Context: an optimization exercise on an open-source flow, tuned for small area, a short achievable clock period and few clock cycles. The choices shown serve that exercise and are no tape-out recipe. The RTL was checked by simulation tests, not by an equivalence proof against the original design. Power figures rest on the tool's default switching activity, not on a simulated workload.

## run A
Design filter, start of the top module:
module filter (
	input wire clk,
	input wire rst_n,
	input wire fc_valid,
	input wire [7:0] working_pixel,
	input signed [7:0] fc,
	input wire start,
	output reg [7:0] out_pixel,
	output reg out_valid,
	output wire [15:0] addr,
	output wire wen,
	output wire en,
	output wire [7:0] d
);
	assign wen = 1'b1;
	assign en  = 1'b1;
	assign d   = 8'd0;
	localparam [15:0] INIT = 16'd45824;
	reg [7:0] c [0:24];
	integer k;
	always @(posedge clk) begin
		for (k = 0; k < 25; k = k + 1)
			if (fc_valid)
				c[k] <= (k == 24) ? fc : c[k+1];
			else
				c[k] <= c[(k+5)%25];
	end
	reg        fcv_d, run;
	reg  [9:0] rr;
	reg  [8:0] xx;
	reg  [2:0] a;
	assign addr = {rr[7:0], xx[7:0]};
	wire a4    = (a == 3'd4);
	wire a0    = (a == 3'd0);
	wire xend  = (xx == 9'd257);
	wire rowm1 = (rr == 10'h3fd);                
	wire row0  = (rr == 10'h3fe);
	wire rowe  = (rr == 10'd254);                
	wire x0    = (xx == 9'd0);
	wire emit0 = run & a0 & (x0 ? ~row0 : ((xx > 9'd2) & ~rowm1));
	wire rv0   = (rr[9:8] == 2'b00) & ~xx[8];
	always @(posedge clk) begin
		if (!rst_n) begin
			fcv_d <= 1'b0;
			run   <= 1'b0;
			rr    <= 10'h3fd;
			xx    <= 9'd256;
			a     <= 3'd0;
		end else begin
			fcv_d <= fc_valid;
			if (fcv_d & ~fc_valid & start)
				run <= 1'b1;
			else if (a0 & rowe & x0)
				run <= 1'b0;
			if (run) begin
				if (a4) begin
					a  <= 3'd0;
					xx <= xend ? 9'd0 : xx + 9'd1;
					rr <= rr - (xend ? 10'd3 : 10'd4);
				end else begin
					a  <= a + 3'd1;
					rr <= rr + 10'd1;
				end
			end
		end
	end
	reg rv1, sh1, em1;
	always @(posedge clk) begin
		rv1 <= rv0;
		sh1 <= a0;
		em1 <= emit0 & rst_n;
	end
	wire [7:0] pw = (rv1 ? working_pixel : 8'd0) ^ 8'h80;
	wire [8:0] pe = {pw, 1'b0};
	reg  [3:0] one, two, neg;
	always @(posedge clk) begin
		for (k = 0; k < 4; k = k + 1) begin
			one[k] <= pe[2*k+1] ^ pe[2*k];
			two[k] <= (pe[2*k+2] & ~pe[2*k+1] & ~pe[2*k]) | (~pe[2*k+2] & pe[2*k+1] & pe[2*k]);
			neg[k] <= pe[2*k+2];
		end
	end
  ...
Size in the first run: ~1800 cells after synthesis, ~55 I/O pins, about 21000 um^2 of cells after synthesis.
clock: 10.0 ns
lec_check: 0
abc_clock_period_in_ps: 3000
cap_margin: 20
core_margin: 2
core_utilization: 60
place_density: 0.7
slew_margin: 20
synth_hierarchical: 1
synth_minimum_keep_size: 0
standard.sh (not shown) runs the stock make flow with config.mk's settings and CLKGATE_MAP_FILE= SYNTH_SCRIPT=/design/flow/synth_recipe.tcl, a recipe that flattens the netlist after the stock synthesis.
==> flow/flow/run.sh <==
#!/bin/bash
# The standard layout (standard.sh), with timing repair asked to leave 6.8 ns of
# setup slack at the design's clock period, and larger clock-tree clusters.
set -euo pipefail
bash standard.sh SETUP_SLACK_MARGIN=6.8 \
  "CTS_ARGS=-sink_clustering_enable -repair_clock_nets -sink_clustering_size 25 -sink_clustering_max_diameter 100 -sink_buffer_max_cap_derate 1.0 -buf_list sky130_fd_sc_hd__clkbuf_16" \
  finish > flow_make.log 2>&1
Testbench counts of run A, summed over its fixed seeds: cycles 1,981,686.
### run A -> run B
--- a/flow/flow/run.sh
+++ b/flow/flow/run.sh
@@ -2 +2 @@
-# The standard layout (standard.sh), with timing repair asked to leave 6.8 ns of
+# The standard layout (standard.sh), with timing repair asked to leave 6.9 ns of
@@ -5 +5 @@
-bash standard.sh SETUP_SLACK_MARGIN=6.8 \
+bash standard.sh SETUP_SLACK_MARGIN=6.9 \
### Flow results
Run B ended with less global routing usage on met3 than run A. [compare] base=run A new=run B: part of the total power dissipated in combinational logic saw an increase; sequential power ~0 delta; reported net switching power shows an increase of 0.90%. Run B against run A: final RePlAce weighted congestion now smaller, slew at the pin with the worst max-slew slack rose by 0.0060 ns, summed area of non-filler cells in the final layout now sits higher. Run B has flip-flop and latch share of the layout cell area below what run A had. Run B and run A ended up with nearly the same worst hold slack across all endpoints. Run B and run A ended up with roughly the same data required time of the critical path. From run B to run A, count of cell instances traversed by the critical path did not move at all.
Input changes introduced in run C (baseline for comparison: run B):
Settings: PLACE_DENSITY: 0.7 -> 0.6; CORE_UTILIZATION: 60 -> 50.
==> comparison <==
Run B → run C: post-detailed-placement half-perimeter wirelength rose 1.8%; total CTS buffers saw an increase.
NOTE: filler-free cell count of the finished design in run C exceeds that of run B
Number of detailed-route iterations in the first pass, run B and run C, lower one = run C.
Weighted congestion at the end of routability-driven global placement of run C falls short of that of run B slightly.
Here is what was changed in the inputs of run D compared with run C.
Settings: CORE_UTILIZATION changed from 50 to 60; ABC_AREA newly set to 1; PLACE_DENSITY changed from 0.6 to 0.7; ABC_CLOCK_PERIOD_IN_PS removed (was 3000).
Findings:
- Run C → run D: per-instance average area after synthesis down about 26%; number of setup buffers added after CTS up 5; final clock period utilization by the worst path up 0.51 points.
- Compared to run C, run D was floorplanned on a smaller die.
- Comparing run D and run C, the lower weighted congestion at the end of routability-driven global placement is on run C.
- Run D vs run C on post-placement worst setup slack: run D is the higher one.
- [compare] base=run C new=run D: number of global-route vias before repair saw an increase, final cell count up about 25%, count of filler cells inserted in the layout fell 20%, setup clock skew after layout rose by 0.010 ns.

==> what the ideal ports hide <==
The flow's constraints put no driver on any port. The routed layouts listed below were extracted and timed again, unchanged, in two steps.
Step 1, drivers: a clkbuf_16 drives clk and a buf_2 each remaining input, both assumed.
Step 2 adds t to the input delays and takes it off the output delays; t is the mean of the earliest and latest rising clock arrival at the registers after step 1. Input paths then give back, and output paths get back, about the clock's delay inside the block.
Slacks: ideal ports / drivers / drivers and shift; pairs: ideal ports / drivers.
run	t (ns)	slack for setup (ns)	clock arrival spread, ns
run A	0.581	6.839 / 6.784 / 6.286	0.021 / 0.021
run B	0.577	6.936 / 6.885 / 6.446	0.016 / 0.017
run C	0.593	6.934 / 6.880 / 6.462	0.029 / 0.029
run D	0.595	6.883 / 6.883 / 6.471	0.040 / 0.041
After both steps every run listed still meets setup and hold. For run A, which loses most, drivers alone change the setup slack by -0.055 ns; drivers and shift together by -0.553 ns.
